Background: an optimization exercise with open tools, aiming at small area and a short achievable clock period. Do not read the settings as production practice. Function was checked by simulation only, so behaviour that the tests miss may differ from the original.

==> v33 <==
==> flow/design.v (excerpt) <==
module lms_adapt_filt_4tap (clk,rst,xin,din,errr,filt_out);
Settings: LEC_CHECK=0, CAP_MARGIN=20, CORE_MARGIN=2, CORE_UTILIZATION=40, SETUP_SLACK_MARGIN=5, SLEW_MARGIN=20, SYNTH_HIERARCHICAL=1; clock period 12.0 ns.
standard.sh (not shown) runs the stock make flow with config.mk's settings and CLKGATE_MAP_FILE= SYNTH_SCRIPT=/design/flow/synth_recipe.tcl, a recipe that flattens the netlist after the stock synthesis.
==> flow/flow/run.sh <==
#!/bin/bash
# The standard layout, with buf_1 cells as the port buffers (the timing
# repair upsizes the ones on critical paths).
set -euo pipefail
bash standard.sh "BUFFER_PORTS_ARGS=-buffer_cell sky130_fd_sc_hd__buf_1" finish > standard.log 2>&1
==> v10 (differences from v33) <==
==> flow/run.sh (new file) <==
#!/bin/bash
# synth_recipe.tcl (not shown) runs the flow's synth.tcl, then flattens the netlist and writes it again
# the make line also repeats each setting of config.mk as NAME=value (left out here)
make -C /OpenROAD-flow-scripts/flow DESIGN_CONFIG=/design/flow/config.mk WORK_HOME=/design/flow/orfs CLKGATE_MAP_FILE= SYNTH_SCRIPT=/design/flow/synth_recipe.tcl finish
removed: flow/flow/run.sh
removed: flow/standard.sh
==> notes.md <==
Critical path
The termination of the worst setup path is y[9]. Traced cell by cell, the critical path runs through inv_1 -> fa_1 -> xor2_1 -> a22o_1 -> a22o_1 -> a311o_1 -> a22o_1 -> xor2_1 -> inv_1 -> o22ai_1 -> xor2_1 -> fa_1 -> fa_1 -> fa_1 -> fa_1 -> fa_1 -> ha_1 -> ha_1 -> xor2_2 -> o21ai_0 -> a32oi_1 -> xor2_1. Measured in cells, the most critical reg-to-reg path has a length of 22.

Layout
In the final layout, the multi-input gates occupy 0.01022 mm². The fraction of final cell area spent on non-clock buffers in this run is under 10%.

Drt
Summed over all layers, the routed wires come to between 30 and 40 mm.

Outcome
The flow ran to the end and the layout has no timing, DRC or antenna violations.

Timing
In the post-route analysis, the smallest setup slack over all paths is approximately 5300 ps.
The numbers above come from v33.

==> notes.md <==
Critical path
The critical path goes through clkdlybuf4s50_1 -> ha_4 -> o21ai_2 -> a21oi_2 -> o21a_1 -> nor2_1 -> xnor2_1 -> clkdlybuf4s50_1. The number of cells on the worst reg-to-reg path is 21.

Timing
The post-route worst setup slack is approximately 5200 ps.

Outcome
The run finished with no timing, DRC or antenna violations.

Drt
After detailed routing, the total wire length is 34.38 mm.

Layout
Non-clock buffering takes up approximately 4.4% of total cell area after layout.
The numbers above come from v10.


==> inputs of run a <==
lms_adapt_filt_4tap, a different RTL version from the one above (not shown whole).
==> flow/design.v (excerpt) <==
module lms_adapt_filt_4tap (clk,rst,xin,din,errr,filt_out);
clock: 12.0 ns
lec_check: 0
cap_margin: 20
core_margin: 2
core_utilization: 70
slew_margin: 20
synth_hierarchical: 1
==> flow/flow/run.sh <==
#!/bin/bash
# The standard layout, with buf_1 cells as the port buffers (the timing
# repair upsizes the ones on critical paths) and the repair aiming 5.4 ns
# below the clock period.
set -euo pipefail
bash standard.sh SETUP_SLACK_MARGIN=5.4 "BUFFER_PORTS_ARGS=-buffer_cell sky130_fd_sc_hd__buf_1" finish > standard.log 2>&1
==> run b (differences from run a) <==
==> flow/flow/run.sh (replaced) <==
#!/bin/bash
# The standard layout, with buf_1 cells as the port buffers (the timing
# repair upsizes the ones on critical paths) and the repair aiming 5.7 ns
# below the clock period.
set -euo pipefail
bash standard.sh SETUP_SLACK_MARGIN=5.7 "BUFFER_PORTS_ARGS=-buffer_cell sky130_fd_sc_hd__buf_1" finish > standard.log 2>&1
CORE_UTILIZATION = 40   (was 70)
==> run c (differences from run a) <==
==> flow/flow/run.sh (replaced) <==
#!/bin/bash
# The standard layout, with buf_1 cells as the port buffers (the timing
# repair upsizes the ones on critical paths).
set -euo pipefail
bash standard.sh "BUFFER_PORTS_ARGS=-buffer_cell sky130_fd_sc_hd__buf_1" finish > standard.log 2>&1
CORE_UTILIZATION = 40   (was 70)
SETUP_SLACK_MARGIN = 5   (was unset)
==> comparison table <==
| item | run a | run c | run b |
|---|---|---|---|
| Outcome | finished clean | finished clean | finished clean |
| Routed length on met2 | 15000 µm | 15300 µm | 16100 µm |
| End-of-flow core utilization | 76.3% | 43.7% | 45.9% |
| Final-layout non-clock buffer area share | 2.22% | 2.48% | 3.48% |
| Fraction of standard cell area in multi-input logic | 70.9% | 69.8% | 70.2% |
| Total global-route track usage | 32.8% | 20.1% | 20.5% |
| Met1 layer usage reported by global route | 45.3% | 27.9% | 28.0% |
| Area of all placed cells without fillers | 0.0137 mm² | 0.0138 mm² | 0.0145 mm² |
| Maximum number of pins on one net before global-route repair | 58 | 67 | 74 |
| Placeable core region | 0.0179 mm² | 0.0315 mm² | 0.0315 mm² |
| Clock-cell share | 2.72% | 2.16% | 1.97% |
| Count of plain and timing-repair buffers | 60 | 65 | 85 |
| Achievable Freq | 157 MHz | 155 MHz | 161 MHz |
| Routing usage on met3 | 4.70% | 2.87% | 2.83% |
| Combined area of the multi-input logic cells | 0.00969 mm² | 0.00961 mm² | 0.0101 mm² |
| Required time of the critical path | 12.24 ns | 12.28 ns | 9.60 ns |
| Routed vias | 9724 | 9468 | 9686 |
| Amount of wire on met3 after detailed routing | 1930 µm | 1470 µm | 1640 µm |
| Drt first pass iters | 7 | 5 | 6 |
| Maximum cell stage delay along the critical path | 0.60 ns | 0.61 ns | 0.26 ns |
| Placed Instances | 1545 | 1725 | 1722 |
| Worst setup path endpoint | y[9] | y[9] | errr[9] |

-- re-timing with driven ports --
The flow's constraints put no driver on any port. The routed layouts listed below were extracted and timed again, unchanged, in two steps. Step 1, drivers: a clkbuf_16 drives clk and a buf_2 each remaining input, both assumed. Step 2, shift: input delay + t, output delay - t, t = (earliest + latest rising clock arrival at the registers) / 2. This alone moves slack from input paths to output paths. a / b / c = ideal / step 1 / step 2; a / b = the first two.
run | t (ns) | setup WS [ns] | worst setup path at the end
v33 | 0.411 | 5.341 / 5.341 / 5.030 | input to register
v10 | 0.417 | 5.211 / 5.180 / 4.902 | input to register
run a | 0.406 | 5.640 / 5.640 / 5.341 | input to register
run b | 0.401 | 5.794 / 5.770 / 5.501 | input to register
run c | 0.407 | 5.553 / 5.553 / 5.428 | input to register
After both steps setup and hold are still met in every run listed. For v33, which loses most, drivers alone change the setup slack by 0.000 ns; drivers and shift together by -0.311 ns.
